This design comes from an exercise in tuning for small area on the open sky130 flow, not from production work. For this run, only the layout was checked, not whether the RTL still works. Power and IR drop assume default switching activity.

==> design/flow/design.v <==
module mult #(
    parameter DATA_WIDTH = 8
) (
    input   [DATA_WIDTH - 1 : 0]        a,
    input   [DATA_WIDTH - 1 : 0]        b,
    output  [2 * DATA_WIDTH - 1 : 0]    c
);
assign c = a * b;
endmodule
module add #(
    parameter DATA_WIDTH = 16
) (
    input   [DATA_WIDTH - 1 : 0]    a,
    input   [DATA_WIDTH - 1 : 0]    b,
    output  [DATA_WIDTH - 1 : 0]    c
);
assign c = a + b;
endmodule
module mac #(
    parameter DATA_WIDTH = 8
) (
    input                               clk,
    input                               reset_n,
    input                               soft_reset_n,
    input                               ld,
    input   [DATA_WIDTH - 1 : 0]        a_i,
    input   [DATA_WIDTH - 1 : 0]        b_i,
    output  [DATA_WIDTH - 1 : 0]        a_o,
    output  [DATA_WIDTH - 1 : 0]        b_o,
    output  [2 * DATA_WIDTH - 1 : 0]    c_o
);
logic [DATA_WIDTH - 1 : 0] a_reg, b_reg;
assign a_o = a_reg;
assign b_o = b_reg;
logic [2 * DATA_WIDTH - 1 : 0] c_reg, prod_result, add_result, c_in;
assign c_in = soft_reset_n ? add_result : prod_result;
assign c_o = c_reg;
mult #(.DATA_WIDTH(DATA_WIDTH)) mult_i (
    .a(a_i),
    .b(b_i),
    .c(prod_result)
);
add #(.DATA_WIDTH(2 * DATA_WIDTH)) add_i (
    .a(c_reg),
    .b(prod_result),
    .c(add_result)
);
always_ff @( posedge clk or negedge reset_n ) begin
    if ( ~reset_n )         c_reg <= 'd0;   else
    if ( ld )               c_reg <= c_in;
end
always_ff @( posedge clk or negedge reset_n ) begin
    if ( ~reset_n )         a_reg <= 'd0;   else
    if ( ld )               a_reg <= a_i;
end
always_ff @( posedge clk or negedge reset_n ) begin
    if ( ~reset_n )         b_reg <= 'd0;   else
    if ( ld )               b_reg <= b_i;
end
endmodule
module auto_shift_register #(
    parameter   DATA_WIDTH  =   8,
    parameter   STEPS       =   4
) (
    input                           clk,
    input                           reset_n,
    input                           sync_reset_n,
    input                           shift,
    input   [DATA_WIDTH - 1 : 0]    data_i,
    output  [DATA_WIDTH - 1 : 0]    data_o
);
reg     [DATA_WIDTH - 1 : 0]    buffer  [0 : STEPS - 1];
assign data_o = buffer[STEPS - 1];
always_ff @(posedge clk or negedge reset_n)
    if ( ~reset_n ) begin
        for (int i = 0; i < STEPS; i = i + 1)
            buffer[i] <= 'd0;
    end else
    if ( ~sync_reset_n ) begin
        for (int i = 0; i < STEPS; i = i + 1)
            buffer[i] <= 'd0;
    end else
    if ( shift ) begin
        buffer[0] <= data_i;
        for ( int i = 1; i < STEPS; i = i + 1)
            buffer[i] <= buffer[i - 1];
    end
endmodule
module crossbar #(
    parameter   DATA_WIDTH      =   8,
    parameter   ARRAY_ELLEMENTS =   4
) (
    input                                           clk         ,
    input                                           reset_n     ,
    input                                           sync_reset_n,
    input                                           shift       ,
    input   [ARRAY_ELLEMENTS * DATA_WIDTH - 1 : 0]  data_i      ,
    output  [ARRAY_ELLEMENTS * DATA_WIDTH - 1 : 0]  data_o      
);
genvar i;
generate
    for ( i = 1; i <= ARRAY_ELLEMENTS; i = i + 1) begin : shift_block
        auto_shift_register #(
            .DATA_WIDTH(DATA_WIDTH),
            .STEPS(i)
        ) shifter (
            .clk(clk),
            .reset_n(reset_n),
            .sync_reset_n(sync_reset_n),
            .shift(shift),
            .data_i(data_i[i * DATA_WIDTH - 1 : ( i - 1) * DATA_WIDTH]),
            .data_o(data_o[i * DATA_WIDTH - 1 : ( i - 1) * DATA_WIDTH])
        );
    end
endgenerate
endmodule
module systolic_array #(
    parameter ARRAY_WIDTH   = 2,
    parameter ARRAY_HEIGHT  = 2,
    parameter DATA_WIDTH    = 8
) (
    input                                                       clk             ,
    input                                                       reset_n         ,
    input   [ARRAY_HEIGHT * ARRAY_WIDTH - 1 : 0]                array_reset_n   ,
    input                                                       work            ,
    input   [DATA_WIDTH * ARRAY_HEIGHT - 1 : 0]                 a_array_input   ,
    input   [DATA_WIDTH * ARRAY_WIDTH - 1 : 0]                  b_array_input   ,
    output  [2 * DATA_WIDTH * ARRAY_HEIGHT * ARRAY_WIDTH - 1 : 0] c_array_output
);
genvar i, j;
wire    [DATA_WIDTH - 1 : 0]    a_pass  [ARRAY_HEIGHT -1 : 0][ARRAY_WIDTH : 0];
wire    [DATA_WIDTH - 1 : 0]    b_pass  [ARRAY_HEIGHT : 0][ARRAY_WIDTH -1 : 0];
generate
    for ( i = 0; i < ARRAY_HEIGHT; i = i + 1 ) begin : array_row
        for ( j = 0; j < ARRAY_WIDTH; j = j + 1 ) begin : array_col
            mac #(.DATA_WIDTH(DATA_WIDTH)) array_mac (
                .clk(clk),
                .reset_n(reset_n),
                .soft_reset_n(array_reset_n[i * ARRAY_WIDTH + j]),
                .ld(work),
                .a_i(a_pass[i][j]),
                .b_i(b_pass[i][j]),
                .a_o(a_pass[i][j + 1]),
                .b_o(b_pass[i + 1][j]),
                .c_o(c_array_output[(i * ARRAY_WIDTH + j) * 2 * DATA_WIDTH +: 2 * DATA_WIDTH])
            );
        end
    end
endgenerate
generate
    for ( i = 0; i < ARRAY_HEIGHT; i = i + 1 ) begin : assign_a_input
        assign a_pass[i][0] = a_array_input[(i + 1) * DATA_WIDTH - 1 : i * DATA_WIDTH];
    end
endgenerate
generate
    for ( j = 0; j < ARRAY_WIDTH; j = j + 1 ) begin : assign_b_input
        assign b_pass[0][j] = b_array_input[(j + 1) * DATA_WIDTH - 1 : j * DATA_WIDTH];
    end
endgenerate
endmodule
module systolic_core #(
    parameter   ARRAY_HEIGHT    =   8,
    parameter   ARRAY_WIDTH     =   8,
    parameter   DATA_WIDTH      =   8
) (
    input                                                           clk     ,
    input                                                           reset_n ,
    input                                                           first   ,
    input   [DATA_WIDTH * ARRAY_HEIGHT - 1 : 0]                     a_col   ,
    input   [DATA_WIDTH * ARRAY_WIDTH - 1 : 0]                      b_row   ,
    output  [2 * DATA_WIDTH * ARRAY_HEIGHT * ARRAY_WIDTH - 1 : 0]   c_tile  ,
    output  reg                                                     c_valid
);
localparam CW = 2 * DATA_WIDTH;
wire    [DATA_WIDTH * ARRAY_HEIGHT - 1 : 0]             row_array_input;
wire    [DATA_WIDTH * ARRAY_WIDTH - 1 : 0]              col_array_input;
wire    [CW * ARRAY_HEIGHT * ARRAY_WIDTH - 1 : 0]       c_array_output;
reg     [ARRAY_HEIGHT * ARRAY_WIDTH - 1 : 0]            array_reset_n;
reg     [CW - 1 : 0]                                    array_results_clone [ARRAY_HEIGHT - 1 : 0][ARRAY_WIDTH - 1 : 0];
crossbar #(
    .DATA_WIDTH     ( DATA_WIDTH        ),
    .ARRAY_ELLEMENTS( ARRAY_HEIGHT      )
) row_crossbar (
    .clk            ( clk               ) ,
    .reset_n        ( reset_n           ) ,
    .sync_reset_n   ( 1'b1              ) ,
    .shift          ( 1'b1              ) ,
    .data_i         ( a_col             ) ,
    .data_o         ( row_array_input   )
);
crossbar #(
    .DATA_WIDTH     ( DATA_WIDTH        ),
    .ARRAY_ELLEMENTS( ARRAY_WIDTH       )
) col_crossbar (
    .clk            ( clk               ) ,
    .reset_n        ( reset_n           ) ,
    .sync_reset_n   ( 1'b1              ) ,
    .shift          ( 1'b1              ) ,
    .data_i         ( b_row             ) ,
    .data_o         ( col_array_input   )
);
systolic_array #(
    .ARRAY_WIDTH ( ARRAY_WIDTH      ),
    .ARRAY_HEIGHT( ARRAY_HEIGHT     ),
    .DATA_WIDTH  ( DATA_WIDTH       )
) array (
    .clk            ( clk               ),
    .reset_n        ( reset_n           ),
    .array_reset_n  ( array_reset_n     ),
    .work           ( 1'b1              ),
    .a_array_input  ( row_array_input   ),
    .b_array_input  ( col_array_input   ),
    .c_array_output ( c_array_output    )
);
always_ff @( posedge clk or negedge reset_n )
    if ( ~reset_n ) begin
        for ( int ii = 0; ii < ARRAY_HEIGHT; ii = ii + 1 )
            for ( int jj = 0; jj < ARRAY_WIDTH; jj = jj + 1 )
                array_reset_n[ii * ARRAY_WIDTH + jj] <= 1'b1;
    end else begin
        for ( int ii = 0; ii < ARRAY_HEIGHT; ii = ii + 1 )
            for ( int jj = 0; jj < ARRAY_WIDTH; jj = jj + 1 )
                if ( ii == 0 & jj == 0 )
                    array_reset_n[ii * ARRAY_WIDTH + jj] <= ~first;
                else if ( ii >= jj )
                    array_reset_n[ii * ARRAY_WIDTH + jj] <= array_reset_n[(ii - 1) * ARRAY_WIDTH + jj];
                else
                    array_reset_n[ii * ARRAY_WIDTH + jj] <= array_reset_n[ii * ARRAY_WIDTH + jj - 1];
    end
genvar i, j;
generate
    for ( i = 0; i < ARRAY_HEIGHT; i = i + 1 ) begin : load_generator
        for ( j = 0; j < ARRAY_WIDTH; j = j + 1 ) begin : load_col
            always_ff @( posedge clk or negedge reset_n )
                if ( ~reset_n )                                 array_results_clone[i][j] <= 'd0;   else
                if ( ~array_reset_n[i * ARRAY_WIDTH + j] )      array_results_clone[i][j] <= c_array_output[(i * ARRAY_WIDTH + j) * CW +: CW];
            assign c_tile[(i * ARRAY_WIDTH + j) * CW +: CW] = array_results_clone[i][j];
        end
    end
endgenerate
always_ff @( posedge clk or negedge reset_n )
    if ( ~reset_n )     c_valid <= 1'b0;    else
                        c_valid <= ~array_reset_n[ARRAY_HEIGHT * ARRAY_WIDTH - 1];
endmodule
==> design/flow/run.sh <==
#!/bin/bash
# synth_recipe.tcl (not shown) runs the flow's synth.tcl, then flattens the netlist and writes it again
# the make line also repeats each setting of config.mk as NAME=value (left out here)
make -C /OpenROAD-flow-scripts/flow DESIGN_CONFIG=/design/flow/config.mk WORK_HOME=/design/flow/orfs CLKGATE_MAP_FILE= SYNTH_SCRIPT=/design/flow/synth_recipe.tcl finish
==> design/flow/config.mk <==
export PLATFORM = sky130hd
export DESIGN_NAME = systolic_core
export DESIGN_NICKNAME = systolic_core
export VERILOG_FILES = /design/flow/design.v
export SDC_FILE = /design/flow/constraint.sdc
export NUM_CORES = 4
export LEC_CHECK = 0
export CAP_MARGIN = 20
export CORE_MARGIN = 2
export CORE_UTILIZATION = 50
export PLACE_DENSITY = 0.6
export SLEW_MARGIN = 20
==> design/flow/constraint.sdc <==
create_clock -name core_clock -period 10.0 [get_ports {clk}]
set_input_delay 2.0000 -clock core_clock [delete_from_list [all_inputs] [get_ports {clk}]]
set_output_delay 2.0000 -clock core_clock [all_outputs]
set_load 0.01 [all_outputs]
==> flow_summary_export.csv <==
group,metric,value,unit
run_status,run_status,"finished clean",
cts,hold_buffers,0,
synthesis,synthTopCellsByArea,"dfrtp_1 (31%), fa_1 (17%), ha_1 (15%), and2_1 (7.8%), mux2_2 (6.3%)",
drt,drtIter0Drc,9017,
sta,setup-violations-final,0,
drt,avgRoutedWirePerCell,19.6,µm
cts,clock-sinks,3536,
critical_path,crit_top_cell,"fa_1",
synthesis,yosysMostFrequentCell,"and2_1",
synthesis,yosysUniqueCellTypes,97,
sta,grt_setup_unrepaired,"no",
cts,cts_max_level,5,
sta,period_minus_slack,6.25,ns
synthesis,syn-cell-area,284000,µm²
synthesis,ys_ff_latch,3536,
sta,finalHoldViolCount,0,
drt,drtPass1Iterations,9,
drt,ant_nets,0,
global_routing,grt_pass1_wl,1140000,µm
synthesis,synthCells,26700,
sta,period_share,0.625,
die,rows,277,
pwr,finalPower,112,mW
cts,cts_tree,"built",
global_routing,grt_usage,0.248,
critical_path,worstSetupPathType,"flip-flop to flip-flop",
critical_path,crit_chain,"and2_1 -> fa_1 -> fa_1 -> inv_1 -> fa_1 -> fa_1 -> inv_1 -> ha_1 -> inv_1 -> o21ai_0 -> a2111oi_0 -> nor3_1 -> xor2_1 -> ha_1 -> and3_1 -> and3_1 -> nand3_1 -> a21oi_1 -> o31a_1 -> or3_1 -> xnor2_1",
sta,finalSetupTns,0,ns
layout,fillerInstances,49300,
drt,num_vias,192000,
layout,area_growth,12.6,%
synthesis,avgSynthCellArea,10.7,µm²
layout,drive_above_1_share,0.0896,
critical_path,start_kind,"flip-flop",
cts,root_buffer,"clkbuf_16",
critical_path,crit_path_end_kind,"flip-flop",
cts,insertion_delay,1.03,ns
drt,wirelength,705000,µm
drt,via_per_inst,5.35,
synthesis,yosys_warnings,20,
synthesis,synthArstFlopShare,1.00,
critical_path,startpoint,"array.array_row[6].array_col[7].array_mac.b_reg[2]",
synthesis,synth_area_leader_cell,"dfrtp_1",
synthesis,synth_nets,32500,
sta,clock.fmax,0.160,GHz
place,dp.cells,35200,
global_routing,grt_max_degree,171,
sta,skew,0.0784,ns
hold_path,hold_class,"flip-flop to flip-flop",
sta,tightest_slew,1.04,ns
synthesis,synth-edff-count,0,
critical_path,worst_path_max_delay_cell,"a2111oi_0",
die,start_util,0.501,
pwr,power_density,351,nW/µm²
synthesis,ys_seq_area_frac,0.311,
sta,slew_headroom,0.305,
global_routing,first_global_vias,201000,
critical_path,cp_num_cells,21,
cts,post_cts_resized,0,
critical_path,cpPeakStageDelay,0.86,ns
place,dp_slack,3.78,ns
critical_path,reg2regPathDepth,21,
die,die_h,758,µm
die,die_w,758,µm
sta,maxSlewViolCount,0,
synthesis,synth_common_cells,"and2_1 (3560), dfrtp_1 (3521), inv_1 (3427)",
pwr,power_leakage,157,nW
cts,post-cts-setup-buffer-count,0,
place,hpwl,556000,µm
die,core_area,568000,µm²
critical_path,arrival,7.16,ns
cts,clk_pin_slew,0.07,ns
critical_path,cp_data_required_time,10.90,ns
layout,nets,33900,
drt,drc,0,
critical_path,crit_path_max_fanout,8,
critical_path,r2r_setup_slack,3.75,ns
die,dieArea,575000,µm²
critical_path,cp_num_buf_inv,3,
cts,cts_buffers,420,
layout,final_cells,36000,
die,ioPinCount,1156,
sta,setup_ws,3.75,ns
critical_path,cp_top_family,"adder cells",
place,gp_congestion,0.887,
place,port_buffers,1155,
pwr,peakVddDrop,250,µV
run,cap_violations,0,
critical_path,reg2reg_from,"array.array_row[6].array_col[7].array_mac.b_reg[2]",
synthesis,synth.top_cell.area_share,0.310,
global_routing,antenna_found_initial,25,
synthesis,synth_flop_cell,"dfrtp_1",
cts,clock_path_buffers,4,
global_routing,grt_overflow,0,
## routing by layer
layer  GRT usage  vias to the layer above  part of all wire
met4      0.0711                       10             0.033
met1       0.335                    96800              0.45
met2       0.406                     3156              0.46
met5           0                        -          0.000088
li1            -                    91400                 -
met3      0.0497                      835             0.057
## stage by stage
step / hold WS (ns) / utilization / cell area (µm²)
3_3_place_gp: 0.331 / 0.537 / 305000
5_1_grt: 0.328 / 0.564 / 320000
3_5_place_dp: 0.335 / 0.537 / 305000
4_1_cts: 0.311 / 0.564 / 320000
2_1_floorplan: 0.331 / - / 284000
6_report: 0.308 / 0.564 / 320000
## area by class of cell
cell class / instances / area, µm² / share of cell area
clock buffers: 584 / 12100 / 0.0378
diodes: 4 / 10.0 / 0.0000312
well taps: 7533 / 9430 / 0.0294
clock inverters: 199 / 2950 / 0.00920
repair buffers: 1232 / 12400 / 0.0387
inverters: 3438 / 12900 / 0.0403
multi-input cells: 19400 / 182000 / 0.568
flip-flops and latches: 3536 / 88500 / 0.276
## cell usage in the layout (no fill, tap or decap), types with 248 or more instances in the layout
cell,count
clkbuf_16,425
inv_1,3425
nor2_1,802
o21ai_0,567
a21o_1,534
nand2_1,1251
dfrtp_1,3521
nand3_1,248
ha_1,3328
nor3_1,404
o21bai_1,279
and2_1,3560
fa_1,2368
a21oi_1,1135
xnor2_1,1015
clkdlybuf4s50_1,1154
xor2_1,508
mux2_2,1599
## power breakdown
part           switching [mW]  internal (mW)
clock network            6.67           9.96
logic                    37.7           34.7
registers                4.24           19.0
## how the worst min path moves through the flow
stage                                                                 from                                          endpoint  slack [ns]  cells past startpoint
final                     col_crossbar.shift_block[3].shifter.buffer[0][5]  col_crossbar.shift_block[3].shifter.buffer[1][5]        0.31                      0
after detailed placement  col_crossbar.shift_block[3].shifter.buffer[1][6]  col_crossbar.shift_block[3].shifter.buffer[2][6]        0.33                      0
after global placement    col_crossbar.shift_block[2].shifter.buffer[0][2]  col_crossbar.shift_block[2].shifter.buffer[1][2]        0.33                      0
after CTS                 col_crossbar.shift_block[3].shifter.buffer[0][5]  col_crossbar.shift_block[3].shifter.buffer[1][5]        0.31                      0
after floorplan           col_crossbar.shift_block[2].shifter.buffer[0][0]  col_crossbar.shift_block[2].shifter.buffer[1][0]        0.33                      0
after global routing      col_crossbar.shift_block[8].shifter.buffer[6][3]  col_crossbar.shift_block[8].shifter.buffer[7][3]        0.33                      0
## cell families after synthesis
| kind of cell | count (synthesis) | synth area share |
|---|---|---|
| AOI/OAI and AO/OA | 3607 | 0.0817 |
| xor gates and xnor gates | 1524 | 0.0470 |
| adders and majority gates | 5696 | 0.313 |
| buffers and inverters | 3720 | 0.0491 |
| DFF | 3536 | 0.311 |
| muxes | 1627 | 0.0643 |
| and+or+nand+nor | 6984 | 0.134 |

[re-timing with driven ports]
The results above use ideal ports. As a check the final layout listed here was re-extracted and re-timed, cells and wires unchanged.
Step 1: set_driving_cell puts a clkbuf_16 on clk and a buf_2 on each other input, an assumption about the parent block.
Step 2 times the ports against the registers' clock, not the clock port: input delays grow and output delays shrink by t, the midpoint of the rising clock arrivals with the driver on.
a / b / c = ideal / step 1 / step 2; a / b = the first two.
t (ns): 1.139
slack for setup (ns): 3.746 / 3.746 / 3.746
clock arrival spread, ns: 0.102 / 0.103
worst register clock-pin slew, ns: 0.07 / 0.07
worst slew at a driven data input, ns: 0.10
After both steps this run still meets setup and hold. The setup slack of this run moves by 0.000 ns with the drivers and by 0.000 ns with both steps.
